Background: an optimization exercise with open tools, aiming at small area. Do not read the settings as production practice. Only simulation tests tie the RTL to the original design; equivalence was not proved. Power is estimated from default activity; no workload was simulated.

==> flow/design.v <==
module lights
(
input [1:0] floornum,    
input [1:0] state,
output reg [6:0] floorseg,
output reg [6:0] stateseg
);
always @(*) begin
   case(floornum)
	2'd0: floorseg = 7'b1001111; 
	2'd1: floorseg = 7'b0010010; 
	2'd2: floorseg = 7'b0000110; 
	default: floorseg = 7'b1001100; 
   endcase
end
always @(*) begin
   case(state)
	2'b01: stateseg = 7'b1000001; 
	2'b10: stateseg = 7'b1000010; 
	default: stateseg = 7'b1111111;
   endcase
end
endmodule
module elevatorController
(
input clk, reset, Dsensor, Emergency,
Dopen, Dclose,
F1, F2, F3, F4,
F1up, F2down, F2up,
F3down, F3up, F4down,
output [1:0] state,
output [1:0] dfloor
);
parameter IDLE = 2'b00, UP = 2'b01, DOWN = 2'b10;
parameter C0 = 3'b000, C2 = 3'b011, C3 = 3'b111;
reg [1:0] d;
reg odd;
reg [1:0] es;
reg door;
reg [2:0] c;
reg [1:0] ns;
reg [1:0] nf;
wire done = c[2] & ~c[1];                                    
wire [2:0] c_step = {c[1], c[0] & ~(Dclose & c[2]), ~c[2]};  
wire [3:0] Fin   = {F4, F3, F2, F1};
wire [3:0] Hup   = {1'b0, F3up, F2up, F1up};
wire [3:0] Hdown = {F4down, F3down, F2down, 1'b0};
always @(posedge clk) begin
  if (reset) begin
    d <= 0; odd <= 0; es <= IDLE; door <= 0; c <= C0; ns <= IDLE; nf <= 0;
  end else if (odd) begin
    odd <= 0;
    d <= es[0] ? d + 2'd1 : d - 2'd1;
    if (!Emergency) begin
      if (es[0]) begin
        case (d)
        2'd0:  
          if (nf == 2'd1) begin
            if (F3 | F4 | F3up | F4down | F3down) ns <= UP;
            else if (F2up | F2down) ns <= IDLE;
            else if (F1up | F1) ns <= DOWN;
            else ns <= IDLE;
          end else if (nf[1]) begin
            ns <= UP;
            if (F2 | F2up) nf <= 2'd1;
          end
        2'd1:  
          if (nf == 2'd2) begin
            if (F4 | F4down) ns <= UP;
            else if (F3up | F3down | F3) ns <= IDLE;
            else if (F2up | F2down | F2 | F1up | F1) ns <= DOWN;
            else ns <= IDLE;
          end else if (nf == 2'd3) begin
            ns <= UP;
            if (F3 | F3up) nf <= 2'd2;
          end
        default: ;
        endcase
      end else begin
        case (d)
        2'd2:  
          if (nf == 2'd1) begin
            if (F1 | F1up) ns <= DOWN;
            else if (F2 | F2down | F2up) ns <= IDLE;
            else if (F3up | F3 | F3down | F4down | F4) ns <= UP;
            else ns <= IDLE;
          end else if (nf == 2'd0) begin
            ns <= DOWN;
            if (F2 | F2up) nf <= 2'd1;
          end
        2'd3:  
          if (nf == 2'd2) begin
            if (F1 | F2 | F1up | F2down | F2up) ns <= DOWN;
            else if (F3down | F3up | F3) ns <= IDLE;
            else if (F4down | F4) ns <= UP;
            else ns <= IDLE;
          end else if (~nf[1]) begin
            ns <= DOWN;
            if (F3 | F3down) nf <= 2'd2;
          end
        default: ;
        endcase
      end
    end
  end else if (Emergency) begin
    door <= 1; ns <= IDLE; c <= C0; es <= IDLE;
  end else if (es == IDLE) begin
    if (door) begin
      if (done) door <= Dsensor;
      else c <= c_step;
    end else if (ns == IDLE) begin
      c <= C0;
      case (d)
      2'd0:
        if (F1up) begin door <= 1; ns <= UP; end
        else if (F2up)   begin ns <= UP;   nf <= 2'd1; odd <= 1; es <= UP; end
        else if (F2down) begin ns <= DOWN; nf <= 2'd1; odd <= 1; es <= UP; end
        else if (F3up)   begin ns <= UP;   nf <= 2'd2; odd <= 1; es <= UP; end
        else if (F3down) begin ns <= DOWN; nf <= 2'd2; odd <= 1; es <= UP; end
        else if (F4down) begin ns <= DOWN; nf <= 2'd3; odd <= 1; es <= UP; end
        else if (Dopen | F1) door <= 1;
        else if (F2) begin nf <= 2'd1; odd <= 1; es <= UP; end
        else if (F3) begin nf <= 2'd2; odd <= 1; es <= UP; end
        else if (F4) begin nf <= 2'd3; odd <= 1; es <= UP; end
      2'd1:
        if (F2up) begin door <= 1; ns <= UP; end
        else if (F2down) begin door <= 1; ns <= DOWN; end
        else if (F3up)   begin ns <= UP;   nf <= 2'd2; odd <= 1; es <= UP; end
        else if (F3down) begin ns <= DOWN; nf <= 2'd2; odd <= 1; es <= UP; end
        else if (F1up)   begin ns <= UP;   nf <= 2'd0; odd <= 1; es <= DOWN; end
        else if (F4down) begin ns <= DOWN; nf <= 2'd3; odd <= 1; es <= UP; end
        else if (Dopen | F2) door <= 1;
        else if (F3) begin ns <= UP;   nf <= 2'd2; odd <= 1; es <= UP; end
        else if (F1) begin ns <= DOWN; nf <= 2'd0; odd <= 1; es <= DOWN; end
        else if (F4) begin ns <= UP;   nf <= 2'd3; odd <= 1; es <= UP; end
      2'd2:
        if (F3down) begin door <= 1; ns <= DOWN; end
        else if (F3up) begin door <= 1; ns <= UP; end
        else if (F2down) begin ns <= DOWN; nf <= 2'd1; odd <= 1; es <= DOWN; end
        else if (F2up)   begin ns <= UP;   nf <= 2'd1; odd <= 1; es <= DOWN; end
        else if (F4down) begin ns <= DOWN; nf <= 2'd3; odd <= 1; es <= UP; end
        else if (F1up)   begin ns <= UP;   nf <= 2'd0; odd <= 1; es <= DOWN; end
        else if (Dopen | F3) door <= 1;
        else if (F2) begin ns <= DOWN; nf <= 2'd1; odd <= 1; es <= DOWN; end
        else if (F4) begin ns <= UP;   nf <= 2'd3; odd <= 1; es <= UP; end
        else if (F1) begin ns <= DOWN; nf <= 2'd0; odd <= 1; es <= DOWN; end
      2'd3:
        if (F4down) begin door <= 1; ns <= DOWN; end
        else if (F3down) begin ns <= DOWN; nf <= 2'd2; odd <= 1; es <= DOWN; end
        else if (F3up)   begin ns <= UP;   nf <= 2'd2; odd <= 1; es <= DOWN; end
        else if (F2down) begin ns <= DOWN; nf <= 2'd1; odd <= 1; es <= DOWN; end
        else if (F2up)   begin ns <= UP;   nf <= 2'd1; odd <= 1; es <= DOWN; end
        else if (F1up)   begin ns <= UP;   nf <= 2'd0; odd <= 1; es <= DOWN; end
        else if (Dopen | F4) door <= 1;
        else if (F3) begin nf <= 2'd2; odd <= 1; es <= DOWN; end
        else if (F2) begin nf <= 2'd1; odd <= 1; es <= DOWN; end
        else if (F1) begin nf <= 2'd0; odd <= 1; es <= DOWN; end
      endcase
    end else begin
      c <= C2;
      case (d)
      2'd0:
        if (F1 | Dopen | F1up) door <= 1;
        else if (F2) begin nf <= 2'd1; odd <= 1; es <= UP; end
        else if (F3) begin nf <= 2'd2; odd <= 1; es <= UP; end
        else if (F4) begin nf <= 2'd3; odd <= 1; es <= UP; end
        else ns <= IDLE;
      2'd1:
        if (ns[0]) begin
          if (F2 | Dopen | F2up) door <= 1;
          else if (F3) begin nf <= 2'd2; odd <= 1; es <= UP; end
          else if (F4) begin nf <= 2'd3; odd <= 1; es <= UP; end
          else ns <= IDLE;
        end else begin
          if (F2 | Dopen | F2down) door <= 1;
          else if (F1) begin nf <= 2'd0; odd <= 1; es <= DOWN; end
          else ns <= IDLE;
        end
      2'd2:
        if (ns[1]) begin
          if (F3 | Dopen | F3down) door <= 1;
          else if (F2) begin nf <= 2'd1; odd <= 1; es <= DOWN; end
          else if (F1) begin nf <= 2'd0; odd <= 1; es <= DOWN; end
          else ns <= IDLE;
        end else begin
          if (F3 | Dopen | F3up) door <= 1;
          else if (F4) begin nf <= 2'd3; odd <= 1; es <= UP; end
          else ns <= IDLE;
        end
      2'd3:
        if (F4 | Dopen | F4down) door <= 1;
        else if (F3) begin nf <= 2'd2; odd <= 1; es <= DOWN; end
        else if (F2) begin nf <= 2'd1; odd <= 1; es <= DOWN; end
        else if (F1) begin nf <= 2'd0; odd <= 1; es <= DOWN; end
        else ns <= IDLE;
      endcase
    end
  end else if (d == 2'd0 || d == 2'd3) begin
    es <= IDLE; ns <= IDLE; c <= C0; door <= 1;
  end else if (~door) begin
    if (nf == d) begin door <= 1; c <= C0; end
    else odd <= 1;
  end else if (~done) begin
    c <= c_step;
  end else if (~Dsensor) begin
    if (d == 2'd1) begin
      if (ns == UP) begin
        if (F2 | F2up) c <= C3;
        else begin odd <= 1; es <= UP; door <= 0; nf <= (es[0] & ~(F3 | F3up)) ? 2'd3 : 2'd2; end
      end else if (ns == DOWN) begin
        if (F2 | F2down) c <= C3;
        else begin odd <= 1; es <= DOWN; door <= 0; nf <= 2'd0; end
      end else begin
        es <= IDLE; door <= 0;
      end
    end else begin
      if (ns == UP) begin
        if (es[0] & (F3 | F3up)) c <= C3;
        else begin odd <= 1; es <= UP; door <= 0; nf <= 2'd3; end
      end else if (ns == DOWN) begin
        if (F3 | F3down) c <= C3;
        else begin odd <= 1; es <= DOWN; door <= 0; nf <= (F2 | F2down) ? 2'd1 : 2'd0; end
      end else begin
        es <= IDLE; door <= 0;
      end
    end
  end
end
assign state = es;
assign dfloor = d;
endmodule
module elevator_top
(
input clk, reset, Dsensor, Emergency,
Dopen, Dclose,
F1, F2, F3, F4,
F1up, F2down, F2up,
F3down, F3up, F4down,
output [6:0] floordisp, 
output [6:0] statedisp, 
output emergencylight 
);
wire [1:0] dfloor;   
wire [1:0] state;
elevatorController eC1(
clk, reset, Dsensor, Emergency, Dopen, Dclose,
F1, F2, F3, F4, F1up, F2down, F2up, F3down, F3up, F4down,
state, dfloor);
lights lut1(dfloor, state, floordisp, statedisp);
assign emergencylight = Emergency;
endmodule
==> flow/flow/run.sh <==
#!/bin/bash
# Layout flow: the standard synthesis, then the combinational logic between
# the standard synthesis's flip-flops is re-optimised for area with ABC
# (flip-flop instances, names and cell types are kept; four tries with
# different ABC seeds, the smallest is used), then the standard flow from
# floorplan to finish.
set -euo pipefail
RES=$PWD/orfs/results/$FLOW_PLATFORM/elevator_top/base
bash standard.sh $RES/1_2_yosys.v > standard_synth.log 2>&1
cp $RES/1_2_yosys.v $RES/1_2_yosys_std.v
LIB=$FLOW_HOME/platforms/$FLOW_PLATFORM/lib/sky130_fd_sc_hd__tt_025C_1v80.lib
for s in 1 2 3 4; do
  sed -e "s#@SEED@#$s#g" flow/area.abc > area_$s.abc
  sed -e "s#@LIB@#$LIB#g" -e "s#@IN@#$RES/1_2_yosys_std.v#g" -e "s#@OUT@#$PWD/resynth_$s.v#g" \
      -e "s#@ABC@#$PWD/area_$s.abc#g" -e "s#@STAT@#$PWD/resynth_$s.stat#g" flow/resynth.ys > resynth_$s.ys
  yosys -s resynth_$s.ys > resynth_$s.log 2>&1 &
done
wait
best=$(for s in 1 2 3 4; do echo "$(grep 'Chip area' resynth_$s.stat | awk '{print $NF}') $s"; done | sort -g | head -1 | awk '{print $2}')
echo "using resynth_$best" > resynth_choice.txt
cat resynth_*.stat | grep 'Chip area' >> resynth_choice.txt
cp resynth_$best.v $RES/1_2_yosys.v
bash standard.sh BUFFER_PORTS_ARGS="-buffer_cell sky130_fd_sc_hd__buf_1" finish > standard_finish.log 2>&1
==> flow/flow/area.abc <==
strash
&get -n
&deepsyn -T 60 -S @SEED@
&put
dch -f
amap
topo
==> flow/flow/resynth.ys <==
# read the cells' functions, keep the flip-flops and tie cells as instances
read_liberty -ignore_miss_func @LIB@
read_verilog -defer @IN@
hierarchy -top elevator_top
blackbox sky130_fd_sc_hd__df* sky130_fd_sc_hd__conb_1
# hide the names of the combinational cells so that nets keep the netlist's names
rename -hide c:* t:sky130_fd_sc_hd__df* %d
flatten
opt -purge
abc -script @ABC@ -liberty @LIB@ -dont_use sky130_fd_sc_hd__probe_p_8 -dont_use sky130_fd_sc_hd__probec_p_8 -dont_use sky130_fd_sc_hd__lpflow_*
opt_clean -purge
hilomap -singleton -hicell sky130_fd_sc_hd__conb_1 HI -locell sky130_fd_sc_hd__conb_1 LO
insbuf -buf sky130_fd_sc_hd__buf_1 A X
splitnets
opt_clean -purge
select elevator_top
write_verilog -noattr -noexpr -nohex -nodec -selected @OUT@
select -clear
blackbox sky130_fd_sc_hd__*
tee -o @STAT@ stat -liberty @LIB@
==> flow/standard.sh <==
#!/bin/bash
# synth_recipe.tcl (not shown) runs the flow's synth.tcl, then flattens the netlist and writes it again
# the make line also repeats each setting of config.mk as NAME=value (left out here)
make -C /OpenROAD-flow-scripts/flow DESIGN_CONFIG=/design/flow/config.mk WORK_HOME=/design/flow/orfs CLKGATE_MAP_FILE= SYNTH_SCRIPT=/design/flow/synth_recipe.tcl "${@:-finish}"
==> flow/config.mk <==
export PLATFORM = sky130hd
export DESIGN_NAME = elevator_top
export DESIGN_NICKNAME = elevator_top
export VERILOG_FILES = /design/flow/design.v
export SDC_FILE = /design/flow/constraint.sdc
export NUM_CORES = 4
export LEC_CHECK = 0
export CAP_MARGIN = 20
export CORE_MARGIN = 2
export CORE_UTILIZATION = 30
export CTS_BUF_LIST = sky130_fd_sc_hd__clkbuf_4
export CTS_CLUSTER_DIAMETER = 100
export CTS_CLUSTER_SIZE = 30
export PLACE_DENSITY = 0.5
export SLEW_MARGIN = 20
==> flow/constraint.sdc <==
create_clock -name core_clock -period 5.0 [get_ports {clk}]
set_input_delay 1.0000 -clock core_clock [delete_from_list [all_inputs] [get_ports {clk}]]
set_output_delay 1.0000 -clock core_clock [all_outputs]
set_load 0.01 [all_outputs]
==> impl_results.md, run 1 <==
* Status: timing/DRC/antenna clean
* Die outline height at approximately 70 µm
* Die W at 69.9 µm
* Clock power share at 0.094
* Clk slew on worst S/H paths at around 80 ps
* Worst setup EP type: flop
* Logic pwr share at 0.672
* CTS buffer count at 3
* Vias in the first global route at 1,670
* Max VDD drop at roughly 240 µV
* Grt peak-use layer: met2
* Met1 Use GR at 0.266
* Hold Path Stages at 2
* Reg2reg path depth at 15
* Fmax at 280 MHz
* I/O pin cnt at 31
* HP Start: eC1.c[0]
* CTS tree: yes
* Crit-path max FO at 10
* First-pass GRT wire length at 8020 µm
* Layout Area Growth over Synthesis at 14.9%
* Final setup viols at 0
* Syn Nets at 231
* Largest net degree at the start of global routing at 12
* Final wirelength at 4920 µm
* Drt first pass iters at 4
* Final worst slack at 1430 ps
* Yosys warns at 2
* Total number of vias at 1,753
* Skew-Pair Late Insertion Delay at 280 ps
* Grt met2 use at 0.313
* Cts hold-fix bufs at 0
* Setup Fix Bufs, Post-CTS at 0
* Worst r2r src: eC1.d[0]
* Slew HR at 0.611
* Synth Cell Area at approximately 1300 µm²
* Post-Route Utilization at 0.367
* Synth Instances at 215
* CTS sink cnt at 13
* Pwr dens at a little over 500 nW/µm²
* Routed length per instance at 16.8 µm
* Share of cells above drive strength 1 at 0.0288
* N_diodes at 0
* Switching part of the total power at 0.556
* Critical path launch point type: flop
* Crit path DAT at 3710 ps
* Min-Delay Path Class: reg -> reg
* CTS root buf: clkbuf_4
* Psw at 0.000431 W
* Routability congestion estimate at 0.966
* Grt ovf at 0
* Starting density of the core at 0.319
* HPWL after DPL at 3870 µm
* Period minus WS final at 3570 ps
* Initial antenna violation count at 0
* CP Class: reg -> reg
* Unrepaired setup endpoints after global routing: no
* Setup tns final at 0 ps
* GR Util met3 at 0.0361
* Mean Syn Cell Area at between 6 and 7 µm²
* Max-cap viol count at 0
* H-tree depth at 1
* Fin nets at 260
* I/O Buffers at 28
* DRC Markers at 0
* 1st-iter DRT viols at approximately 190
* Leak at roughly 0.45 nW
* Tcrit/Tclk final at 0.714
* FP Rows at 23
* Reg2reg end: eC1.nf[0]
* WHS Endpoint: eC1.c[0]
* CTS resizes at 0
* Total Power Consumption at 0.000775 W
* Max-slew violations at 0
* Vias per cell at roughly 6
* Pre-CTS setup slack at 1280 ps
* Total internal power at approximately 0.00034 W
* Worst Tran Pin Value at 584 ps
* DRT antenna net count at 0
* Max clock buf depth at 2
* Core Area at 4090 µm²
* R2R Setup Slk at 1430 ps
* Req. time, crit path at 5140 ps
* Final Skew at 1.64 ps
* GRT Total Usage at 0.201
* Die ar. at 4890 µm²
* Sequential Power Share at 0.234
* Final Hold Fails at 0
[layout by cell type (no fill, tap or decap), types with 2 or more instances in the layout]
| master | count |
|---|---|
| a211oi_1 | 6 |
| a21boi_0 | 2 |
| a21oi_1 | 20 |
| a221oi_1 | 3 |
| a31oi_1 | 7 |
| a41oi_1 | 2 |
| buf_1 | 28 |
| buf_4 | 3 |
| clkbuf_4 | 4 |
| clkinv_1 | 31 |
| conb_1 | 2 |
| dfxtp_1 | 13 |
| nand2_1 | 11 |
| nor2_1 | 40 |
| nor3_1 | 15 |
| nor4_1 | 3 |
| o2111ai_1 | 2 |
| o211ai_1 | 3 |
| o21a_1 | 3 |
| o21ai_0 | 17 |
| o221ai_1 | 3 |
| o22a_1 | 3 |
| o22ai_1 | 2 |
| o311ai_0 | 3 |
| or2_0 | 5 |
| or3_1 | 2 |
[routing by layer]
| layer | share of wire | vias up |
|---|---|---|
| li1 | - | 845 |
| met1 | 0.43 | 782 |
| met2 | 0.44 | 116 |
| met3 | 0.11 | 10 |
| met4 | 0.024 | 0 |
| met5 | 0 | - |
[flip-flops by register name, summed over array words and instances (netlist names)]
| signal | flops |
|---|---|
| eC1.c | 3 |
| eC1.d | 2 |
| eC1.es | 2 |
| eC1.nf | 2 |
| eC1.ns | 2 |
| eC1.door | 1 |
| eC1.odd | 1 |
[metrics by stage]
step	instances	cell area, µm²	hold slack [ps]
2_1_floorplan	215	1300	434
3_3_place_gp	289	1470	460
3_5_place_dp	289	1470	467
4_1_cts	293	1500	485
5_1_grt	293	1500	514
6_report	293	1500	472
[critical path: stages, from the launching register on]
cell and delay [ps]:
dfxtp_1 560, clkinv_1 390, nor2_1 380, clkinv_1 150
nor3_1 220, nor2_1 100, o21ai_0 180, nor2_1 80
a31o_1 210, o21a_1 100, nor2_1 100, o21ai_0 210
o41ai_1 180, a21boi_0 320, o311a_1 210, nor3_1 50
[worst max path at each step]
stage | start | end | slack, ps
global placement | F2down | eC1.nf[0] | 1310
floorplan | F3 | eC1.nf[0] | 1970
global route | eC1.d[0] | eC1.nf[0] | 1140
detailed placement | F2down | eC1.nf[0] | 1280
CTS | eC1.d[0] | eC1.nf[0] | 1540
finish | eC1.d[0] | eC1.nf[0] | 1430
[power groups by stage]
stage | combinational [W] | clock, W | sequential, W
2_1_floorplan | 0.000380 | 0 | 0.000166
3_3_place_gp | 0.000522 | 0 | 0.000185
3_5_place_dp | 0.000512 | 0 | 0.000182
4_1_cts | 0.000515 | 0.0000766 | 0.000180
5_1_grt | 0.000587 | 0.0000813 | 0.000185
6_report | 0.000520 | 0.0000727 | 0.000182
[final cells by class]
cell class                 count  area, µm²
tap                           50       62.6
timing repair buffer          31        128
inverter                      31        116
clock buffer                   4       30.0
sequential                    13        260
fill                         478       2590
multi-input combinational    164        901
==> inputs of run 2 (changes only) <==
--- a/flow/flow/run.sh
+++ b/flow/flow/run.sh
@@ -20,4 +20,4 @@
 echo "using resynth_$best" > resynth_choice.txt
 cat resynth_*.stat | grep 'Chip area' >> resynth_choice.txt
 cp resynth_$best.v $RES/1_2_yosys.v
-bash standard.sh BUFFER_PORTS_ARGS="-buffer_cell sky130_fd_sc_hd__buf_1" finish > standard_finish.log 2>&1
+bash standard.sh > standard_finish.log 2>&1
--- a/flow/config.mk
+++ b/flow/config.mk
@@ -8,8 +8,5 @@
 export CAP_MARGIN = 20
 export CORE_MARGIN = 2
 export CORE_UTILIZATION = 30
-export CTS_BUF_LIST = sky130_fd_sc_hd__clkbuf_4
-export CTS_CLUSTER_DIAMETER = 100
-export CTS_CLUSTER_SIZE = 30
 export PLACE_DENSITY = 0.5
 export SLEW_MARGIN = 20
==> run 2 against run 1 <==
Effect of this change:
- via count shrank 7.6%
- clock skew rose by 8.3 ps
- critical endpoint unchanged
- largest cell class unchanged
- design area is 8.4% higher
- still clean on timing, DRC and antenna
- wire length is 4.2% lower
- total power rose by 17%
- synthesized cell count fell by 3.3%
- sequential power increased by 11%
- global-route usage up 1.4 points
- die area is 3.1% lower
==> impl_results.md, run 2 <==
* Largest net degree at the start of global routing at 13 (was 12)
* Min-Delay Path Class: reg -> reg (unchanged)
* Sequential Power Share at 0.224 (was 0.234)
* Setup Fix Bufs, Post-CTS at 0 (unchanged)
* Die W at 68.8 µm (was 69.9 µm)
* Tcrit/Tclk final at 0.763 (was 0.714)
* CP Class: in -> reg (was reg -> reg)
* CTS sink cnt at 13 (unchanged)
* Mean Syn Cell Area at 6.06 µm² (about the same)
* Core Area at 4030 µm² (was 4090 µm²)
* Skew-Pair Late Insertion Delay at 260 ps (was 280 ps)
* CTS tree: yes (unchanged)
* Vias in the first global route at 1,529 (was 1,670)
* Grt met2 use at 0.362 (was 0.313)
* R2R Setup Slk at 1550 ps (was 1430 ps)
* CTS buffer count at 3 (unchanged)
* 1st-iter DRT viols at 227 (was 193)
* Final setup viols at 0 (unchanged)
* HPWL after DPL at 3690 µm (was 3870 µm)
* Starting density of the core at 0.313 (was 0.319)
* Worst Tran Pin Value at 672 ps (was 584 ps)
* Yosys warns at 2 (unchanged)
* DRT antenna net count at 0 (unchanged)
* Synth Cell Area at 1260 µm² (was 1300 µm²)
* Status: timing/DRC/antenna clean (unchanged)
* DRC Markers at 0 (unchanged)
* Clk slew on worst S/H paths at 70 ps (was 80 ps)
* Psw at 0.000471 W (was 0.000431 W)
* H-tree depth at 1 (unchanged)
* Die outline height at 68.8 µm (was 69.9 µm)
* Crit-path max FO at 5 (was 10)
* Clock power share at 0.114 (was 0.094)
* Cts hold-fix bufs at 0 (unchanged)
* Met1 Use GR at 0.284 (was 0.266)
* Crit path DAT at 3960 ps (was 3710 ps)
* Final Hold Fails at 0 (unchanged)
* Total number of vias at 1,619 (was 1,753)
* Share of cells above drive strength 1 at 0.0172 (was 0.0288)
* Slew HR at 0.540 (was 0.611)
* Critical path launch point type: input port (was flop)
* Req. time, crit path at 5140 ps (about the same)
* Routability congestion estimate at 0.966 (about the same)
* Max-cap viol count at 0 (unchanged)
* CTS root buf: clkbuf_8 (was clkbuf_4)
* Layout Area Growth over Synthesis at 28.8% (was 14.9%)
* Grt peak-use layer: met2 (unchanged)
* Initial antenna violation count at 0 (unchanged)
* First-pass GRT wire length at 7530 µm (was 8020 µm)
* Leak at 0.544 nW (was 0.449 nW)
* Total internal power at 0.000433 W (was 0.000344 W)
* Placed cell count at 279 (was 289)
* Synth Instances at 208 (was 215)
* Vias per cell at 5.72 (was 5.98)
* Fin nets at 250 (was 260)
* I/O pin cnt at 31 (unchanged)
* GR Util met3 at 0.0244 (was 0.0361)
* Grt ovf at 0 (unchanged)
* Fmax at 262 MHz (was 280 MHz)
* Drt first pass iters at 4 (unchanged)
* Max-slew violations at 0 (unchanged)
* Die ar. at 4740 µm² (was 4890 µm²)
* Most frequent cells in the layout: nor2_1, clkinv_1, clkdlybuf4s50_1 (was nor2_1, clkinv_1, buf_1)
* Max reg flops at 3 (unchanged)
* Most common cell after layout, fill and taps aside: nor2_1 (unchanged)
* Layout Cells excl Fill at 283 (was 293)
* Period minus WS final at 3820 ps (was 3570 ps)
* Final wirelength at 4720 µm (was 4920 µm)
* Syn Nets at 224 (was 231)
* Unrepaired setup endpoints after global routing: no (unchanged)
* Switching part of the total power at 0.521 (was 0.556)
* I/O Buffers at 28 (unchanged)
* Logic pwr share at 0.662 (was 0.672)
* FP Rows at 23 (unchanged)
* CTS resizes at 0 (unchanged)
* Final Skew at 9.98 ps (was 1.64 ps)
* Worst hold slack at 475 ps (was 472 ps)
* Max VDD drop at 233 µV (was 238 µV)
* Setup tns final at 0 ps (unchanged)
* Pwr dens at 557 nW/µm² (was 517 nW/µm²)
* N_diodes at 0 (unchanged)
* Worst setup EP type: flop (unchanged)
* GRT Total Usage at 0.215 (was 0.201)
* Max clock buf depth at 2 (unchanged)
* Routed length per instance at 16.7 µm (was 16.8 µm)
* Biggest register: eC1.c (unchanged)
run 2: cell types whose count changed in the layout (fill, tap and decap cells not counted), sizes merged, moves of 6 or more:
cell | previous run | this run
nor3 | 15 | 4
a21oi | 20 | 12
nand2 | 11 | 17
clkdlybuf4s50 | 0 | 28
clkinv | 31 | 37
buf | 31 | 0
run 2: critical path, stage by stage:
cell and delay, ps:
clkdlybuf4s50_1 510, a221o_1 420, nor2_1 140, o21ai_0 120, nor2_1 120, nor4_1 60, o21bai_1 190, o21a_1 150
nor2_1 110, a31oi_1 70, nor3_1 430, nor2_1 160, a21oi_1 190, nand2_1 70, o221a_1 200
run 2: metrics by stage:
step	setup slack (ps)	total power [W]	util	area [µm²]
after floorplan	1940	0.000566	-	1260
after global placement	947	0.000810	0.392	1580
after detailed placement	974	0.000785	0.392	1580
after CTS	1240	0.000889	0.403	1620
after global routing	919	0.000976	0.403	1620
final	1180	0.000904	0.403	1620
run 2: power by group through the flow:
stage | clock network [W] | registers (W) | logic [W]
finish | 0.000103 | 0.000202 | 0.000598
global route | 0.000108 | 0.000207 | 0.000661
CTS | 0.000101 | 0.000200 | 0.000588
detailed placement | 0 | 0.000202 | 0.000583
global placement | 0 | 0.000205 | 0.000605
floorplan | 0 | 0.000180 | 0.000386
run 2: routing by layer:
metal  vias to the layer above  routed length (µm)  part of all wire
met5                         -                   0                 0
met4                         0                 120             0.025
met3                        13                 341             0.072
met2                        78                2150              0.45
met1                       742                2110              0.45
li1                        786                   -                 -
run 2: worst paths after layout:
check,start,end,cells after the start
max,F3up,eC1.nf[0],15
max reg2reg,eC1.d[1],eC1.nf[0],11
min reg2reg,eC1.c[0],eC1.c[0],2
min,eC1.c[0],eC1.c[0],2
run 2: layout make-up:
type	count	area, µm²
repair buffers	28	280
clock inverters	1	5.00
flip-flops and latches	13	260
inverters	36	135
fillers	439	2400
clock buffers	3	41.3
well taps	50	62.6
multi-input cells	152	840
==> inputs of run 3 (changes only) <==
--- a/flow/design.v
+++ b/flow/design.v
@@ -47,7 +47,7 @@
 wire [3:0] Hdown = {F4down, F3down, F2down, 1'b0};
 always @(posedge clk) begin
   if (reset) begin
-    d <= 0; odd <= 0; es <= IDLE; door <= 0; c <= C0; ns <= IDLE; nf <= 0;
+    d <= 0; odd <= 0; es <= IDLE; door <= 0; ns <= IDLE;
   end else if (odd) begin
     odd <= 0;
     d <= es[0] ? d + 2'd1 : d - 2'd1;
==> flow/flow/run.sh (replaced) <==
#!/bin/bash
# Layout flow: the standard synthesis, then the combinational logic between
# the standard synthesis's flip-flops is re-optimised for area with ABC
# (flip-flop instances, names and cell types are kept; eight tries with
# different ABC seeds, the smallest is used), then the standard flow from
# floorplan to finish.
set -euo pipefail
RES=$PWD/orfs/results/$FLOW_PLATFORM/elevator_top/base
bash standard.sh $RES/1_2_yosys.v > standard_synth.log 2>&1
cp $RES/1_2_yosys.v $RES/1_2_yosys_std.v
LIB=$FLOW_HOME/platforms/$FLOW_PLATFORM/lib/sky130_fd_sc_hd__tt_025C_1v80.lib
for s in 1 2 3 4 5 6 7 8; do
  sed -e "s#@SEED@#$s#g" flow/area.abc > area_$s.abc
  sed -e "s#@LIB@#$LIB#g" -e "s#@IN@#$RES/1_2_yosys_std.v#g" -e "s#@OUT@#$PWD/resynth_$s.v#g" \
      -e "s#@ABC@#$PWD/area_$s.abc#g" -e "s#@STAT@#$PWD/resynth_$s.stat#g" flow/resynth.ys > resynth_$s.ys
done
for s in 1 2 3 4 5 6 7 8; do
  yosys -s resynth_$s.ys > resynth_$s.log 2>&1 &
  if [ $s = 4 ]; then wait; fi
done
wait
best=$(for s in 1 2 3 4 5 6 7 8; do echo "$(grep 'Chip area' resynth_$s.stat | awk '{print $NF}') $s"; done | sort -g | head -1 | awk '{print $2}')
echo "using resynth_$best" > resynth_choice.txt
cat resynth_*.stat | grep 'Chip area' >> resynth_choice.txt
cp resynth_$best.v $RES/1_2_yosys.v
# ports are buffered with the smallest buffer
bash standard.sh BUFFER_PORTS_ARGS="-buffer_cell sky130_fd_sc_hd__buf_1" finish > standard_finish.log 2>&1
--- a/flow/config.mk
+++ b/flow/config.mk
@@ -8,5 +8,8 @@
 export CAP_MARGIN = 20
 export CORE_MARGIN = 2
 export CORE_UTILIZATION = 30
+export CTS_BUF_LIST = sky130_fd_sc_hd__clkbuf_4
+export CTS_CLUSTER_DIAMETER = 100
+export CTS_CLUSTER_SIZE = 30
 export PLACE_DENSITY = 0.5
 export SLEW_MARGIN = 20
==> run 3 against run 2 <==
Effect of this change:
- the run now fails in netlist read-in after synthesis
==> impl_results.md, run 3 <==
* Last stage: netlist read-in after synthesis
* Yosys warns at 2 (unchanged)
* Status: did not finish (was timing/DRC/antenna clean)
* Error message: [ERROR ORD-2013] instance _415__reg LEF master $_DFF_P_ not found.
==> inputs of run 4 (changes only) <==
==> flow/design.v (replaced) <==
module lights
(
input [1:0] floornum,    
input [1:0] state,
output reg [6:0] floorseg,
output reg [6:0] stateseg
);
always @(*) begin
   case(floornum)
	2'd0: floorseg = 7'b1001111; 
	2'd1: floorseg = 7'b0010010; 
	2'd2: floorseg = 7'b0000110; 
	default: floorseg = 7'b1001100; 
   endcase
end
always @(*) begin
   case(state)
	2'b01: stateseg = 7'b1000001; 
	2'b10: stateseg = 7'b1000010; 
	default: stateseg = 7'b1111111;
   endcase
end
endmodule
module elevatorController
(
input clk, reset, Dsensor, Emergency,
Dopen, Dclose,
F1, F2, F3, F4,
F1up, F2down, F2up,
F3down, F3up, F4down,
output [1:0] state,
output [1:0] dfloor
);
parameter IDLE = 2'b00, UP = 2'b01, DOWN = 2'b10;
parameter C0 = 3'b000, C2 = 3'b011, C3 = 3'b111;
reg [1:0] d;
reg odd;
reg [1:0] es;
reg door;
reg [2:0] c;
reg [1:0] ns;
reg [1:0] nf;
wire done = c[2] & ~c[1];                                    
wire [2:0] c_step = {c[1], c[0] & ~(Dclose & c[2]), ~c[2]};  
wire [3:0] Fin   = {F4, F3, F2, F1};
wire [3:0] Hup   = {1'b0, F3up, F2up, F1up};
wire [3:0] Hdown = {F4down, F3down, F2down, 1'b0};
wire [3:0] hall = Hup | Hdown;
wire anyhall = |hall;
wire [3:0] above = 4'b1110 << d;
wire [3:0] below = (4'b0001 << d) - 4'd1;
wire [3:0] beyond = (ns == IDLE) ? 4'b1111 : (ns[0] ? above : below);
wire [3:0] R = ((ns == IDLE) & anyhall) ? hall : (Fin & beyond);
wire found = |R;
reg [1:0] j;
always @(*) begin
  case (d)
  2'd0: j = R[0] ? 2'd0 : R[1] ? 2'd1 : R[2] ? 2'd2 : 2'd3;
  2'd1: j = R[1] ? 2'd1 : R[2] ? 2'd2 : R[0] ? 2'd0 : 2'd3;
  2'd2: j = R[2] ? 2'd2 : R[1] ? 2'd1 : R[3] ? 2'd3 : 2'd0;
  default: j = R[3] ? 2'd3 : R[2] ? 2'd2 : R[1] ? 2'd1 : 2'd0;
  endcase
end
wire jup = j > d;
wire jdir_up = d[1] ? ~Hdown[j] : Hup[j];
wire [1:0] jdir = jdir_up ? UP : DOWN;
wire [3:0] Hns = ns[0] ? Hup : Hdown;
wire [1:0] n = ns[0] ? d + 2'd1 : d - 2'd1;
wire stay = (Fin[d] | Hns[d]) & ~(d[1] & ns[0] & ~es[0]);
always @(posedge clk) begin
  if (reset) begin
    d <= 0; odd <= 0; es <= IDLE; door <= 0; c <= C0; ns <= IDLE; nf <= 0;
  end else if (odd) begin
    odd <= 0;
    d <= es[0] ? d + 2'd1 : d - 2'd1;
    if (!Emergency) begin
      if (es[0]) begin
        case (d)
        2'd0:  
          if (nf == 2'd1) begin
            if (F3 | F4 | F3up | F4down | F3down) ns <= UP;
            else if (F2up | F2down) ns <= IDLE;
            else if (F1up | F1) ns <= DOWN;
            else ns <= IDLE;
          end else if (nf[1]) begin
            ns <= UP;
            if (F2 | F2up) nf <= 2'd1;
          end
        2'd1:  
          if (nf == 2'd2) begin
            if (F4 | F4down) ns <= UP;
            else if (F3up | F3down | F3) ns <= IDLE;
            else if (F2up | F2down | F2 | F1up | F1) ns <= DOWN;
            else ns <= IDLE;
          end else if (nf == 2'd3) begin
            ns <= UP;
            if (F3 | F3up) nf <= 2'd2;
          end
        default: ;
        endcase
      end else begin
        case (d)
        2'd2:  
          if (nf == 2'd1) begin
            if (F1 | F1up) ns <= DOWN;
            else if (F2 | F2down | F2up) ns <= IDLE;
            else if (F3up | F3 | F3down | F4down | F4) ns <= UP;
            else ns <= IDLE;
          end else if (nf == 2'd0) begin
            ns <= DOWN;
            if (F2 | F2up) nf <= 2'd1;
          end
        2'd3:  
          if (nf == 2'd2) begin
            if (F1 | F2 | F1up | F2down | F2up) ns <= DOWN;
            else if (F3down | F3up | F3) ns <= IDLE;
            else if (F4down | F4) ns <= UP;
            else ns <= IDLE;
          end else if (~nf[1]) begin
            ns <= DOWN;
            if (F3 | F3down) nf <= 2'd2;
          end
        default: ;
        endcase
      end
    end
  end else if (Emergency) begin
    door <= 1; ns <= IDLE; c <= C0; es <= IDLE;
  end else if (es == IDLE) begin
    if (door) begin
      if (done) door <= Dsensor;
      else c <= c_step;
    end else if (ns == IDLE) begin
      c <= C0;
      if (anyhall & (j == d)) begin door <= 1; ns <= jdir; end
      else if (anyhall) begin odd <= 1; es <= jup ? UP : DOWN; ns <= jdir; nf <= j; end
      else if (Dopen | Fin[d]) door <= 1;
      else if (found) begin
        odd <= 1; es <= jup ? UP : DOWN; nf <= j;
        ns <= (d == 2'd1 || d == 2'd2) ? (jup ? UP : DOWN) : IDLE;
      end
    end else begin
      c <= C2;
      if (Dopen | Fin[d] | (ns[0] ? Hup[d] : Hdown[d])) door <= 1;
      else if (found) begin odd <= 1; es <= ns; nf <= j; end
      else ns <= IDLE;
    end
  end else if (d == 2'd0 || d == 2'd3) begin
    es <= IDLE; ns <= IDLE; c <= C0; door <= 1;
  end else if (~door) begin
    if (nf == d) begin door <= 1; c <= C0; end
    else odd <= 1;
  end else if (~done) begin
    c <= c_step;
  end else if (~Dsensor) begin
    if (ns == IDLE) begin
      es <= IDLE; door <= 0;
    end else if (stay) begin
      c <= C3;
    end else begin
      odd <= 1; es <= ns; door <= 0;
      nf <= (Fin[n] | Hns[n] | (d == 2'd1 & ~es[0])) ? n : {2{ns[0]}};
    end
  end
end
assign state = es;
assign dfloor = d;
endmodule
module elevator_top
(
input clk, reset, Dsensor, Emergency,
Dopen, Dclose,
F1, F2, F3, F4,
F1up, F2down, F2up,
F3down, F3up, F4down,
output [6:0] floordisp, 
output [6:0] statedisp, 
output emergencylight 
);
wire [1:0] dfloor;   
wire [1:0] state;
elevatorController eC1(
clk, reset, Dsensor, Emergency, Dopen, Dclose,
F1, F2, F3, F4, F1up, F2down, F2up, F3down, F3up, F4down,
state, dfloor);
lights lut1(dfloor, state, floordisp, statedisp);
assign emergencylight = Emergency;
endmodule
--- a/flow/flow/resynth.ys
+++ b/flow/flow/resynth.ys
@@ -2,7 +2,7 @@
 read_liberty -ignore_miss_func @LIB@
 read_verilog -defer @IN@
 hierarchy -top elevator_top
-blackbox sky130_fd_sc_hd__df* sky130_fd_sc_hd__conb_1
+blackbox sky130_fd_sc_hd__df* sky130_fd_sc_hd__edf* sky130_fd_sc_hd__sdf* sky130_fd_sc_hd__sedf* sky130_fd_sc_hd__dl* sky130_fd_sc_hd__conb_1
 # hide the names of the combinational cells so that nets keep the netlist's names
 rename -hide c:* t:sky130_fd_sc_hd__df* %d
 flatten
==> run 4 against run 3 <==
Effect of this change:
- the run now finishes clean
==> impl_results.md, run 4 <==
* Core Area at 3720 µm²
* Biggest register: eC1.c
* CTS tree: yes
* Hold Path Stages at 1
* R2R Setup Slk at around 1500 ps
* Met1 Use GR at 0.249
* Worst r2r src: eC1.d[0]
* Unrepaired setup endpoints after global routing: no
* Starting density of the core at 0.316
* HP Start: eC1.c[0]
* Vias per cell at 5.57
* Most frequent cells in the layout: nor2_1, buf_1, clkinv_1
* Vias in the first global route at approximately 1,400
* Die outline height at between 60 and 70 µm
* 1st-iter DRT viols at 146
* CP Class: in -> reg
* Max-cap viol count at 0
* I/O Buffers at 28
* I/O pin cnt at 31
* Clk slew on worst S/H paths at about 80 ps
* Layout Area Growth over Synthesis at 14.4%
* CTS buffer count at 3
* Routability congestion estimate at 0.878
* Total number of vias at 1,459
* Crit-path max FO at 4
* Max clock buf depth at 2
* Max reg flops at 3
* Most common cell after layout, fill and taps aside: nor2_1
* Total Power Consumption at 0.000765 W
* Min-Delay Path Class: reg -> reg
* Final wirelength at 3720 µm
* Die ar. at 4430 µm²
* Syn Nets at 205
* Reg2reg path depth at 14
* Grt met2 use at 0.294
* Slew HR at 0.659
* Crit path DAT at just over 4000 ps
* Post-Place Cell Area at 1310 µm²
* Critical path launch point type: input port
* Worst setup EP type: flop
* CTS resizes at 0
* GR Util met3 at 0.0422
* HPWL after DPL at 3010 µm
* Req. time, crit path at 5230 ps
* N_diodes at 0
* Max VDD drop at 226 µV
* Setup tns final at 0 ps
* CTS sink cnt at 13
* CTS root buf: clkbuf_4
* Grt peak-use layer: met2
* GRT Total Usage at 0.182
* Final setup viols at 0
* Share of cells above drive strength 1 at 0.0187
* DRC Markers at 0
* Synth Cell Area at 1170 µm²
* Mean Syn Cell Area at about 6.2 µm²
* WHS Endpoint: eC1.c[0]
* Drt first pass iters at 4
* Max-slew violations at 0
* Reg2reg end: eC1.nf[0]
* Fin area at 1340 µm²
* H-tree depth at 1
* Final worst slack at between 1000 and 1500 ps
* Leak at 0.420 nW
* Worst Tran Pin Value at 506 ps
* Cts hold-fix bufs at 0
* Pre-CTS setup slack at 940 ps
* Fin nets at between 200 and 250
* Tcrit/Tclk final at 0.772
* Largest net degree at the start of global routing at 13
* Initial antenna violation count at 0
* Worst hold slack at 488 ps
* Period minus WS final at between 3000 and 4000 ps
* Setup Fix Bufs, Post-CTS at 0
* FP Rows at 22
* Grt ovf at 0
* Final Hold Fails at 0
* Status: timing/DRC/antenna clean (was did not finish)
* Routed length per instance at 14.2 µm
* Synth Instances at 189
* Fmax at ~260 MHz
* Skew-Pair Late Insertion Delay at 280 ps
* Final Skew at 5.07 ps
* First-pass GRT wire length at a little over 6000 µm
* Pwr dens at roughly 570 nW/µm²
* Yosys warns at 2 (unchanged)
* Die W at about 67 µm
* DRT antenna net count at 0
[run 4: cell type report]
class	instances	area, µm²
Fill cell	428	2370
Sequential cell	13	260
Inverter	19	71.3
Multi-Input combinational cell	150	817
Tap cell	48	60.1
Timing Repair Buffer	28	105
Clock buffer	4	30.0
[run 4: routing by layer]
metal | vias up | part of all wire
met3 | 2 | 0.071
li1 | 732 | -
met2 | 56 | 0.46
met4 | 0 | 0.0038
met1 | 669 | 0.47
met5 | - | 0
[run 4: how the worst max path moves through the flow]
stage                     end  startpoint  slack, ps
floorplan           eC1.ns[0]        F2up       1410
global placement    eC1.ns[1]        F2up        860
detailed placement  eC1.ns[0]        F2up        940
CTS                 eC1.nf[0]        F2up       1210
global route        eC1.ns[0]        F2up        820
finish              eC1.nf[0]        F2up       1140
[run 4: through the flow]
step,cells,util
final,262,0.362
after detailed placement,258,0.354
after global routing,262,0.362
after global placement,258,0.354
after floorplan,189,-
after CTS,262,0.362
[run 4: power breakdown]
group          leakage [nW]  internal [W]  switching, W
Sequential            0.106      0.000139     0.0000662
Combinational         0.296      0.000180      0.000310
Clock                0.0184     0.0000364     0.0000332
Total                 0.420      0.000356      0.000409
[run 4: worst max-delay path, cell delays in order]
cell	delay [ps]
buf_1	100
or2_0	290
nor4_1	360
clkinv_1	140
nor2_1	190
nand2_1	80
nand2_1	80
o21a_1	140
a21oi_1	90
o21ai_0	120
nor2_1	110
nor2_1	90
a21oi_1	90
a211o_1	260
o21ai_0	330
o31ai_1	170
a31o_1	210
o21ai_0	70
o311a_1	170
==> inputs of run 5 (changes only) <==
--- a/flow/design.v
+++ b/flow/design.v
@@ -32,11 +32,11 @@
 output [1:0] dfloor
 );
 parameter IDLE = 2'b00, UP = 2'b01, DOWN = 2'b10;
-parameter C0 = 3'b000, C2 = 3'b011, C3 = 3'b111;
+parameter C0 = 3'b000, C2 = 3'b011, C3 = 3'b111, CL = 3'b010;
 reg [1:0] d;
 reg odd;
 reg [1:0] es;
-reg door;
+wire door = ~(~c[2] & c[1] & ~c[0]);    
 reg [2:0] c;
 reg [1:0] ns;
 reg [1:0] nf;
@@ -69,7 +69,7 @@
 wire stay = (Fin[d] | Hns[d]) & ~(d[1] & ns[0] & ~es[0]);
 always @(posedge clk) begin
   if (reset) begin
-    d <= 0; odd <= 0; es <= IDLE; door <= 0; c <= C0; ns <= IDLE; nf <= 0;
+    d <= 0; odd <= 0; es <= IDLE; c <= CL; ns <= IDLE; nf <= 0;
   end else if (odd) begin
     odd <= 0;
     d <= es[0] ? d + 2'd1 : d - 2'd1;
@@ -125,40 +125,38 @@
       end
     end
   end else if (Emergency) begin
-    door <= 1; ns <= IDLE; c <= C0; es <= IDLE;
+    ns <= IDLE; c <= C0; es <= IDLE;
   end else if (es == IDLE) begin
     if (door) begin
-      if (done) door <= Dsensor;
+      if (done) begin if (~Dsensor) c <= CL; end
       else c <= c_step;
     end else if (ns == IDLE) begin
-      c <= C0;
-      if (anyhall & (j == d)) begin door <= 1; ns <= jdir; end
+      if (anyhall & (j == d)) begin c <= C0; ns <= jdir; end
       else if (anyhall) begin odd <= 1; es <= jup ? UP : DOWN; ns <= jdir; nf <= j; end
-      else if (Dopen | Fin[d]) door <= 1;
+      else if (Dopen | Fin[d]) c <= C0;
       else if (found) begin
         odd <= 1; es <= jup ? UP : DOWN; nf <= j;
         ns <= (d == 2'd1 || d == 2'd2) ? (jup ? UP : DOWN) : IDLE;
       end
     end else begin
-      c <= C2;
-      if (Dopen | Fin[d] | (ns[0] ? Hup[d] : Hdown[d])) door <= 1;
+      if (Dopen | Fin[d] | (ns[0] ? Hup[d] : Hdown[d])) c <= C2;
       else if (found) begin odd <= 1; es <= ns; nf <= j; end
       else ns <= IDLE;
     end
   end else if (d == 2'd0 || d == 2'd3) begin
-    es <= IDLE; ns <= IDLE; c <= C0; door <= 1;
+    es <= IDLE; ns <= IDLE; c <= C0;
   end else if (~door) begin
-    if (nf == d) begin door <= 1; c <= C0; end
+    if (nf == d) c <= C0;
     else odd <= 1;
   end else if (~done) begin
     c <= c_step;
   end else if (~Dsensor) begin
     if (ns == IDLE) begin
-      es <= IDLE; door <= 0;
+      es <= IDLE; c <= CL;
     end else if (stay) begin
       c <= C3;
     end else begin
-      odd <= 1; es <= ns; door <= 0;
+      odd <= 1; es <= ns; c <= CL;
       nf <= (Fin[n] | Hns[n] | (d == 2'd1 & ~es[0])) ? n : {2{ns[0]}};
     end
   end
--- a/flow/flow/run.sh
+++ b/flow/flow/run.sh
@@ -15,13 +15,23 @@
       -e "s#@ABC@#$PWD/area_$s.abc#g" -e "s#@STAT@#$PWD/resynth_$s.stat#g" flow/resynth.ys > resynth_$s.ys
 done
 for s in 1 2 3 4 5 6 7 8; do
-  yosys -s resynth_$s.ys > resynth_$s.log 2>&1 &
+  (yosys -s resynth_$s.ys > resynth_$s.log 2>&1 || true) &
   if [ $s = 4 ]; then wait; fi
 done
 wait
-best=$(for s in 1 2 3 4 5 6 7 8; do echo "$(grep 'Chip area' resynth_$s.stat | awk '{print $NF}') $s"; done | sort -g | head -1 | awk '{print $2}')
-echo "using resynth_$best" > resynth_choice.txt
-cat resynth_*.stat | grep 'Chip area' >> resynth_choice.txt
+# candidates: finished tries whose netlist holds only library cells
+best=$(for s in 1 2 3 4 5 6 7 8; do
+  a=$(grep -s 'Chip area' resynth_$s.stat | awk '{print $NF}')
+  if [ -n "$a" ] && [ -s resynth_$s.v ] && ! grep -qE '^\s*\\\$' resynth_$s.v; then echo "$a $s"; fi
+done | sort -g | head -1 | awk '{print $2}')
+if [ -z "$best" ]; then
+  echo "no usable resynthesis, keeping the standard netlist" > resynth_choice.txt
+  cp $RES/1_2_yosys_std.v resynth_std.v
+  best=std
+else
+  echo "using resynth_$best" > resynth_choice.txt
+fi
+cat resynth_*.stat | grep 'Chip area' >> resynth_choice.txt || true
 cp resynth_$best.v $RES/1_2_yosys.v
 # ports are buffered with the smallest buffer
-bash standard.sh BUFFER_PORTS_ARGS="-buffer_cell sky130_fd_sc_hd__buf_1" finish > standard_finish.log 2>&1
+bash standard.sh BUFFER_PORTS_ARGS="-buffer_cell sky130_fd_sc_hd__buf_1" CTS_ARGS="-sink_clustering_enable -sink_clustering_size 30 -sink_clustering_max_diameter 100 -buf_list sky130_fd_sc_hd__clkbuf_4 -root_buf sky130_fd_sc_hd__clkbuf_4 -dont_use_dummy_load -repair_clock_nets" finish > standard_finish.log 2>&1
==> run 5 against run 4 <==
Effect of this change:
- still clean
- utilization is 0.11 points lower
- sequential power is about 20% lower
- synthesized area is 3.5% lower
- non-clock buffer count is 2 higher
- fmax is 3.7% lower
- sequential cell count is 1 lower
- register-to-register slack worse by 500 ps
- die area is 3.3% lower
- clock-buffer cell count is 1 lower
- critical path type is now reg -> reg
- largest cell class unchanged
==> impl_results.md, run 5 <==
* CTS buffer count at 3 (unchanged)
* Max clock buf depth at 2 (unchanged)
* Sequential Area at 240 µm² (was 260 µm²)
* Worst setup EP type: flop (unchanged)
* Worst Tran Pin Value at 599 ps (was 506 ps)
* Drt first pass iters at 4 (unchanged)
* Starting density of the core at 0.312 (was 0.316)
* Crit path DAT at 4170 ps (was 4090 ps)
* Psw at 0.000350 W (was 0.000409 W)
* Synth Instances at 187 (was 189)
* I/O pin cnt at 31 (unchanged)
* Setup tns final at 0 ps (unchanged)
* Metal-1 WL at 1650 µm (was 1740 µm)
* Cts hold-fix bufs at 0 (unchanged)
* Crit-path max FO at 8 (was 4)
* 1st-iter DRT viols at 111 (was 146)
* CTS sink cnt at 12 (was 13)
* First-pass GRT wire length at 5930 µm (was 6200 µm)
* Routability congestion estimate at 0.905 (was 0.878)
* FP Rows at 22 (unchanged)
* Max VDD drop at 166 µV (was 226 µV)
* Fmax at 249 MHz (was 259 MHz)
* Final Skew at 1.10 ps (was 5.07 ps)
* Sequential Power Share at 0.252 (was 0.269)
* HPWL after DPL at 3030 µm (was 3010 µm)
* Largest net degree at the start of global routing at 16 (was 13)
* Layout Cells excl Fill at 261 (was 262)
* Pwr dens at 494 nW/µm² (was 569 nW/µm²)
* Yosys warns at 2 (unchanged)
* Pre-CTS setup slack at 854 ps (was 940 ps)
* Total internal power at 0.000297 W (was 0.000356 W)
* Max-cap viol count at 0 (unchanged)
* DRC Markers at 0 (unchanged)
* Slew HR at 0.591 (was 0.659)
* Met3 wire length at 257 µm (was 265 µm)
* GRT Total Usage at 0.177 (was 0.182)
* CTS resizes at 0 (unchanged)
* DRT antenna net count at 0 (unchanged)
* H-tree depth at 1 (unchanged)
* Layout Area Growth over Synthesis at 15.6% (was 14.4%)
* Vias per cell at 5.54 (was 5.57)
* Vias in the first global route at 1,287 (was 1,365)
* Routed length per instance at 14.1 µm (was 14.2 µm)
* Final worst slack at 991 ps (was 1140 ps)
* Period minus WS final at 4010 ps (was 3860 ps)
* Initial antenna violation count at 0 (unchanged)
* Multi-input gate area at 758 µm² (was 817 µm²)
* Critical path launch point type: flop (was input port)
* Critical Path, Cell by Cell: clkinv_1, nor2_1, clkinv_1, nor3_1, a2111oi_0, o21ai_0, a21oi_1, or3_1, a2111oi_0, and2_0, a21oi_1, o21ai_0, clkinv_1, nor2b_1, nor2_1, a31oi_1, nor2_1 (was buf_1, or2_0, nor4_1, clkinv_1, nor2_1, nand2_1, nand2_1, o21a_1, a21oi_1, o21ai_0, nor2_1, nor2_1, a21oi_1, a211o_1, o21ai_0, o31ai_1, a31o_1, o21ai_0, o311a_1)
* Placed cell count at 258 (unchanged)
* Clk slew on worst S/H paths at 70 ps (was 80 ps)
* Syn Nets at 203 (was 205)
* Most common cell after layout, fill and taps aside: nor2_1 (unchanged)
* Leak at 0.408 nW (was 0.420 nW)
* CTS tree: yes (unchanged)
* CP Class: reg -> reg (was in -> reg)
* Die W at 65.5 µm (was 66.6 µm)
* Share of cells above drive strength 1 at 0.0235 (was 0.0187)
* Tcrit/Tclk final at 0.802 (was 0.772)
* Synth Cell Area at 1130 µm² (was 1170 µm²)
* Die outline height at 65.5 µm (was 66.6 µm)
* Fin nets at 231 (unchanged)
* I/O Buffers at 28 (unchanged)
* N_diodes at 0 (unchanged)
* Top layer in use: met4 (unchanged)
* Max reg flops at 3 (unchanged)
* Total Power Consumption at 0.000648 W (was 0.000765 W)
* Core Area at 3630 µm² (was 3720 µm²)
* Skew-Pair Late Insertion Delay at 270 ps (was 280 ps)
* Most frequent cells in the layout: nor2_1, clkinv_1, buf_1 (was nor2_1, buf_1, clkinv_1)
* Max-slew violations at 0 (unchanged)
* Clock power share at 0.092 (was 0.091)
* Fill count at 439 (was 428)
* Min-Delay Path Class: reg -> reg (unchanged)
* Status: timing/DRC/antenna clean (unchanged)
* Final Hold Fails at 0 (unchanged)
* Switching part of the total power at 0.541 (was 0.535)
* Total number of vias at 1,445 (was 1,459)
* CTS root buf: clkbuf_4 (unchanged)
* Final wirelength at 3680 µm (was 3720 µm)
* Setup Fix Bufs, Post-CTS at 0 (unchanged)
* Mean Syn Cell Area at 6.06 µm² (was 6.22 µm²)
* Die ar. at 4290 µm² (was 4430 µm²)
* Logic pwr share at 0.656 (was 0.640)
* Slowest Stage Delay on Critical Path at 560 ps (was 360 ps)
* Post-Route Utilization at 0.361 (was 0.362)
* Grt ovf at 0 (unchanged)
* Unrepaired setup endpoints after global routing: no (unchanged)
* Req. time, crit path at 5160 ps (was 5230 ps)
* Final setup viols at 0 (unchanged)
* WL met2 at 1740 µm (was 1700 µm)
* Slowest cell on the critical path: a2111oi_0 (was nor4_1)
* Biggest register: eC1.c (unchanged)
[run 5: area by class of cell]
type,count,share of cell area
well taps,48,0.0458
inverters,29,0.0831
multi-input cells,139,0.579
repair buffers,30,0.0917
flip-flops and latches,12,0.183
clock buffers,3,0.0172
[run 5: power by group through the flow]
stage	Combinational, W	Sequential [W]	Clock, W
floorplan	0.000311	0.000156	0
global placement	0.000430	0.000167	0
detailed placement	0.000419	0.000165	0
CTS	0.000421	0.000162	0.0000622
global route	0.000479	0.000168	0.0000670
finish	0.000425	0.000163	0.0000599
[run 5: metrics by stage]
| step | cell area [µm²] | hold WS (ps) |
|---|---|---|
| 3_3_place_gp | 1290 | 491 |
| 3_5_place_dp | 1290 | 489 |
| 6_report | 1310 | 495 |
| 5_1_grt | 1310 | 531 |
| 2_1_floorplan | 1130 | 462 |
| 4_1_cts | 1310 | 500 |
[run 5: worst paths after layout]
kind | from | to | slack, ps | cells past startpoint
worst max register to register | eC1.d[0] | eC1.nf[1] | 990 | 17
worst min register to register | eC1.es[1] | eC1.es[1] | 500 | 2
worst max-delay path | eC1.d[0] | eC1.nf[1] | 990 | 17
worst min-delay path | eC1.es[1] | eC1.es[1] | 500 | 2
[run 5: critical path, delay by kind of cell (launching register included)]
family	cells	cell delay [ps]
AOI/OAI and AO/OA	7	1360
DFF	1	510
buffers and inverters	3	620
and+or+nand+nor	7	1400
[run 5: per-layer routing]
| layer | GRT usage | up-vias |
|---|---|---|
| met5 | 0 | - |
| met4 | 0.0339 | 0 |
| met3 | 0.0342 | 6 |
| met2 | 0.301 | 59 |
| met1 | 0.234 | 655 |
| li1 | - | 725 |
==> inputs of run 6 (changes only) <==
--- a/flow/flow/run.sh
+++ b/flow/flow/run.sh
@@ -34,4 +34,4 @@
 cat resynth_*.stat | grep 'Chip area' >> resynth_choice.txt || true
 cp resynth_$best.v $RES/1_2_yosys.v
 # ports are buffered with the smallest buffer
-bash standard.sh BUFFER_PORTS_ARGS="-buffer_cell sky130_fd_sc_hd__buf_1" CTS_ARGS="-sink_clustering_enable -sink_clustering_size 30 -sink_clustering_max_diameter 100 -buf_list sky130_fd_sc_hd__clkbuf_4 -root_buf sky130_fd_sc_hd__clkbuf_4 -dont_use_dummy_load -repair_clock_nets" finish > standard_finish.log 2>&1
+bash standard.sh BUFFER_PORTS_ARGS="-buffer_cell sky130_fd_sc_hd__buf_1" CTS_ARGS="-buf_list sky130_fd_sc_hd__clkbuf_4 -root_buf sky130_fd_sc_hd__clkbuf_4 -repair_clock_nets" finish > standard_finish.log 2>&1
==> run 6 against run 5 <==
Effect of this change:
- register-to-register slack barely moved
- critical path depth did not move
- first-iteration DRC count did not move
- total power did not move
- worst setup slack did not move
- sequential cell count did not move
- design area did not move
==> impl_results.md, run 6 <==
* Status: timing/DRC/antenna clean (unchanged)
* HPWL after DPL at 3030 µm (unchanged)
* Slowest cell on the critical path: a2111oi_0 (unchanged)
* Die outline height at 65.5 µm (unchanged)
* Most frequent cells in the layout: nor2_1, clkinv_1, buf_1 (unchanged)
* DRC Markers at 0 (unchanged)
* Synth Cell Area at 1130 µm² (unchanged)
* Period minus WS final at 4010 ps (unchanged)
* Final setup viols at 0 (unchanged)
* Worst r2r src: eC1.d[0] (unchanged)
* Syn Nets at 203 (unchanged)
* Fill count at 439 (unchanged)
* Setup tns final at 0 ps (unchanged)
* Core Area at 3630 µm² (unchanged)
* Slew HR at 0.591 (unchanged)
* Clk slew on worst S/H paths at 70 ps (about the same)
* Cts hold-fix bufs at 0 (unchanged)
* Worst Tran Pin Value at 599 ps (unchanged)
* Routability congestion estimate at 0.905 (unchanged)
* CTS root buf: clkbuf_4 (unchanged)
* Pwr dens at 494 nW/µm² (unchanged)
* Critical Path, Cell by Cell: clkinv_1, nor2_1, clkinv_1, nor3_1, a2111oi_0, o21ai_0, a21oi_1, or3_1, a2111oi_0, and2_0, a21oi_1, o21ai_0, clkinv_1, nor2b_1, nor2_1, a31oi_1, nor2_1 (unchanged)
* Slowest Stage Delay on Critical Path at 560 ps (about the same)
* Biggest register: eC1.c (unchanged)
* Mean Syn Cell Area at 6.06 µm² (unchanged)
* 1st-iter DRT viols at 111 (unchanged)
* Share of cells above drive strength 1 at 0.0235 (unchanged)
* HP Start: eC1.es[1] (unchanged)
* Total number of vias at 1,445 (unchanged)
* Setup Fix Bufs, Post-CTS at 0 (unchanged)
* CTS buffer count at 3 (unchanged)
* CTS sink cnt at 12 (unchanged)
* Leak at 0.408 nW (unchanged)
* Routed length per instance at 14.1 µm (unchanged)
* Die W at 65.5 µm (unchanged)
* Initial antenna violation count at 0 (unchanged)
* Fin nets at 231 (unchanged)
* Critical path buffer and inverter count at 3 (unchanged)
* Pre-CTS setup slack at 854 ps (unchanged)
* Final Skew at 1.10 ps (unchanged)
* First-pass GRT wire length at 5930 µm (unchanged)
* Tcrit/Tclk final at 0.802 (unchanged)
* CTS resizes at 0 (unchanged)
* Max-slew violations at 0 (unchanged)
* DRT antenna net count at 0 (unchanged)
* Most common cell after layout, fill and taps aside: nor2_1 (unchanged)
* Unrepaired setup endpoints after global routing: no (unchanged)
* Layout Area Growth over Synthesis at 15.6% (unchanged)
* Critical path launch point type: flop (unchanged)
* Min-Delay Path Class: reg -> reg (unchanged)
* Max reg flops at 3 (unchanged)
* Worst setup EP type: flop (unchanged)
* Grt ovf at 0 (unchanged)
* Largest net degree at the start of global routing at 16 (unchanged)
* Max-cap viol count at 0 (unchanged)
* GRT Total Usage at 0.177 (unchanged)
* Crit-path max FO at 8 (unchanged)
* Post-Route Utilization at 0.361 (unchanged)
* Yosys warns at 2 (unchanged)
* Fmax at 249 MHz (unchanged)
* Vias in the first global route at 1,287 (unchanged)
* Crit path DAT at 4170 ps (about the same)
* Drt first pass iters at 4 (unchanged)
* CP startpoint: eC1.d[0] (unchanged)
* Final Hold Fails at 0 (unchanged)
* CTS tree: yes (unchanged)
* I/O pin cnt at 31 (unchanged)
* Crit-path leading delay family: simple AND/OR/NAND/NOR gates (unchanged)
* CP Class: reg -> reg (unchanged)
* Starting density of the core at 0.312 (unchanged)
* Req. time, crit path at 5160 ps (about the same)
* I/O Buffers at 28 (unchanged)
* Skew-Pair Late Insertion Delay at 270 ps (about the same)
* H-tree depth at 1 (unchanged)
* Max clock buf depth at 2 (unchanged)
* FP Rows at 22 (unchanged)
* Final wirelength at 3680 µm (unchanged)
* N_diodes at 0 (unchanged)
* Final worst slack at 991 ps (unchanged)
* Max VDD drop at 166 µV (unchanged)
* Die ar. at 4290 µm² (unchanged)
* Synth Instances at 187 (unchanged)
* Vias per cell at 5.54 (unchanged)
==> run 6: tightest hold or removal path: stages (launching register included) <==
cell	delay, ps
dfxtp_1	330
clkinv_1	60
o22ai_1	70
==> run 6: metrics by stage <==
stage	instances	hold WS (ps)	power [W]	area, µm²
after global placement	258	491	0.000598	1290
after detailed placement	258	489	0.000583	1290
after floorplan	187	462	0.000468	1130
after global routing	261	531	0.000714	1310
final	261	495	0.000648	1310
after CTS	261	500	0.000646	1310
==> run 6: path summary, 6_finish.rpt <==
check / to / slack (ps) / cells after the start
max: eC1.nf[1] / 990 / 17
min: eC1.es[1] / 500 / 2
max reg2reg: eC1.nf[1] / 990 / 17
min reg2reg: eC1.es[1] / 500 / 2
==> run 6: cell type report <==
type	count	area, µm²	area share
Multi-Input combinational cell	139	758	0.579
Sequential cell	12	240	0.183
Timing Repair Buffer	30	120	0.0917
Inverter	29	109	0.0831
Tap cell	48	60.1	0.0458
Clock buffer	3	22.5	0.0172
==> run 6: per-layer routing <==
metal | track usage | routed length [µm] | up-vias
li1 | - | - | 725
met1 | 0.234 | 1650 | 655
met2 | 0.301 | 1740 | 59
met3 | 0.0342 | 257 | 6
met4 | 0.0339 | 36 | 0
met5 | 0 | 0 | -
==> run 6: power breakdown <==
group          internal (W)  total [W]  switching [W]
combinational      0.000146   0.000425       0.000279
clock             0.0000279  0.0000599      0.0000320
sequential         0.000123   0.000163      0.0000396
total              0.000297   0.000648       0.000350
==> inputs of run 7 (changes only) <==
--- a/flow/flow/run.sh
+++ b/flow/flow/run.sh
@@ -34,4 +34,4 @@
 cat resynth_*.stat | grep 'Chip area' >> resynth_choice.txt || true
 cp resynth_$best.v $RES/1_2_yosys.v
 # ports are buffered with the smallest buffer
-bash standard.sh BUFFER_PORTS_ARGS="-buffer_cell sky130_fd_sc_hd__buf_1" CTS_ARGS="-buf_list sky130_fd_sc_hd__clkbuf_4 -root_buf sky130_fd_sc_hd__clkbuf_4 -repair_clock_nets" finish > standard_finish.log 2>&1
+bash standard.sh BUFFER_PORTS_ARGS="-buffer_cell sky130_fd_sc_hd__buf_1" finish > standard_finish.log 2>&1
==> run 7 against run 6 <==
Effect of this change:
- non-clock buffer count unchanged
- cell count unchanged
- critical path depth unchanged
- hold slack unchanged
- largest cell class unchanged
- critical path type unchanged
==> impl_results.md, run 7 <==
* I/O Buffers at 28 (unchanged)
* Switching part of the total power at 0.541 (unchanged)
* I/O pin cnt at 31 (unchanged)
* Largest net degree at the start of global routing at 16 (unchanged)
* H-tree depth at 1 (unchanged)
* Period minus WS final at 4010 ps (unchanged)
* Routed length per instance at 14.1 µm (unchanged)
* Total number of vias at 1,445 (unchanged)
* Final Hold Fails at 0 (unchanged)
* Unrepaired setup endpoints after global routing: no (unchanged)
* Worst setup EP type: flop (unchanged)
* Max-slew violations at 0 (unchanged)
* Max clock buf depth at 2 (unchanged)
* Fmax at 249 MHz (unchanged)
* Req. time, crit path at 5160 ps (about the same)
* CTS sink cnt at 12 (unchanged)
* Slowest cell on the critical path: a2111oi_0 (unchanged)
* Mean Syn Cell Area at 6.06 µm² (unchanged)
* FP Rows at 22 (unchanged)
* Final wirelength at 3680 µm (unchanged)
* Skew-Pair Late Insertion Delay at 270 ps (about the same)
* CTS tree: yes (unchanged)
* DRT antenna net count at 0 (unchanged)
* Layout Area Growth over Synthesis at 15.6% (unchanged)
* Setup Fix Bufs, Post-CTS at 0 (unchanged)
* Share of cells above drive strength 1 at 0.0235 (unchanged)
* 1st-iter DRT viols at 111 (unchanged)
* Die ar. at 4290 µm² (unchanged)
* N_diodes at 0 (unchanged)
* Worst hold slack at 495 ps (unchanged)
* CP Class: reg -> reg (unchanged)
* Total internal power at 0.000297 W (unchanged)
* Pwr dens at 494 nW/µm² (unchanged)
* Slew HR at 0.591 (unchanged)
* Status: timing/DRC/antenna clean (unchanged)
* Most common cell after layout, fill and taps aside: nor2_1 (unchanged)
* Synth Instances at 187 (unchanged)
* Biggest register: eC1.c (unchanged)
* Most frequent cells in the layout: nor2_1, clkinv_1, buf_1 (unchanged)
* Sequential Power Share at 0.252 (about the same)
* Logic pwr share at 0.656 (about the same)
* First-pass GRT wire length at 5930 µm (unchanged)
* Max reg flops at 3 (unchanged)
* Crit-path max FO at 8 (unchanged)
* Core Area at 3630 µm² (unchanged)
* Synth Cell Area at 1130 µm² (unchanged)
* Critical Path, Cell by Cell: clkinv_1, nor2_1, clkinv_1, nor3_1, a2111oi_0, o21ai_0, a21oi_1, or3_1, a2111oi_0, and2_0, a21oi_1, o21ai_0, clkinv_1, nor2b_1, nor2_1, a31oi_1, nor2_1 (unchanged)
* Final Skew at 1.10 ps (unchanged)
* Yosys warns at 2 (unchanged)
## run 7: path summary, 6_finish.rpt
| path | cells past startpoint | start | end | slack [ps] |
|---|---|---|---|---|
| max | 17 | eC1.d[0] | eC1.nf[1] | 990 |
| min | 2 | eC1.es[1] | eC1.es[1] | 500 |
| max reg2reg | 17 | eC1.d[0] | eC1.nf[1] | 990 |
| min reg2reg | 2 | eC1.es[1] | eC1.es[1] | 500 |
## run 7: routing by layer
layer / global-route usage / part of all wire / wire (µm)
met4: 0.0339 / 0.0098 / 36
met1: 0.234 / 0.45 / 1650
met2: 0.301 / 0.47 / 1740
met5: 0 / 0 / 0
met3: 0.0342 / 0.070 / 257
## run 7: layout make-up
type                       count  area, µm²
inverter                      29        109
multi-input combinational    139        758
tap                           48       60.1
sequential                    12        240
timing repair buffer          30        120
fill                         439       2320
clock buffer                   3       22.5
## run 7: tightest hold or removal path, delay by kind of cell, from the launching register on
kind,cells,cell delay (ps)
AO/OA/AOI/OAI,1,70
buffers and inverters,1,60
flip-flops,1,330
## run 7: per-stage QoR
stage | cell area, µm² | setup slack, ps | power [W] | instances
after floorplan | 1130 | 1480 | 0.000468 | 187
after global placement | 1290 | 769 | 0.000598 | 258
after detailed placement | 1290 | 854 | 0.000583 | 258
after CTS | 1310 | 995 | 0.000646 | 261
after global routing | 1310 | 540 | 0.000714 | 261
final | 1310 | 991 | 0.000648 | 261
## run 7: power by group through the flow
| stage | registers, W | clock network, W | logic (W) |
|---|---|---|---|
| 3_3_place_gp | 0.000167 | 0 | 0.000430 |
| 6_report | 0.000163 | 0.0000599 | 0.000425 |
| 4_1_cts | 0.000162 | 0.0000622 | 0.000421 |
| 5_1_grt | 0.000168 | 0.0000670 | 0.000479 |
| 2_1_floorplan | 0.000156 | 0 | 0.000311 |
| 3_5_place_dp | 0.000165 | 0 | 0.000419 |

## static timing again, ports no longer ideal
The results above use ideal ports. As a check the final layouts listed here were re-extracted and re-timed, cells and wires unchanged.
Step 1 assumes that a clkbuf_16 drives the clock port and a buf_2 every other input.
Step 2 also shifts input and output timing later by t, the mid clock arrival at the registers, as if the neighbouring blocks saw the same clock.
Slacks: ideal ports / drivers / drivers and shift; pairs: ideal ports / drivers.
run	t, ns	setup WS [ns]
run 1	0.297	1.430 / 1.430 / 1.193
run 2	0.276	1.184 / 1.178 / 0.902
run 4	0.295	1.138 / 1.142 / 0.846
run 5	0.291	0.991 / 0.991 / 0.857
run 6	0.291	0.991 / 0.991 / 0.857
run 7	0.291	0.991 / 0.991 / 0.857
After both steps every run listed still meets setup and hold.
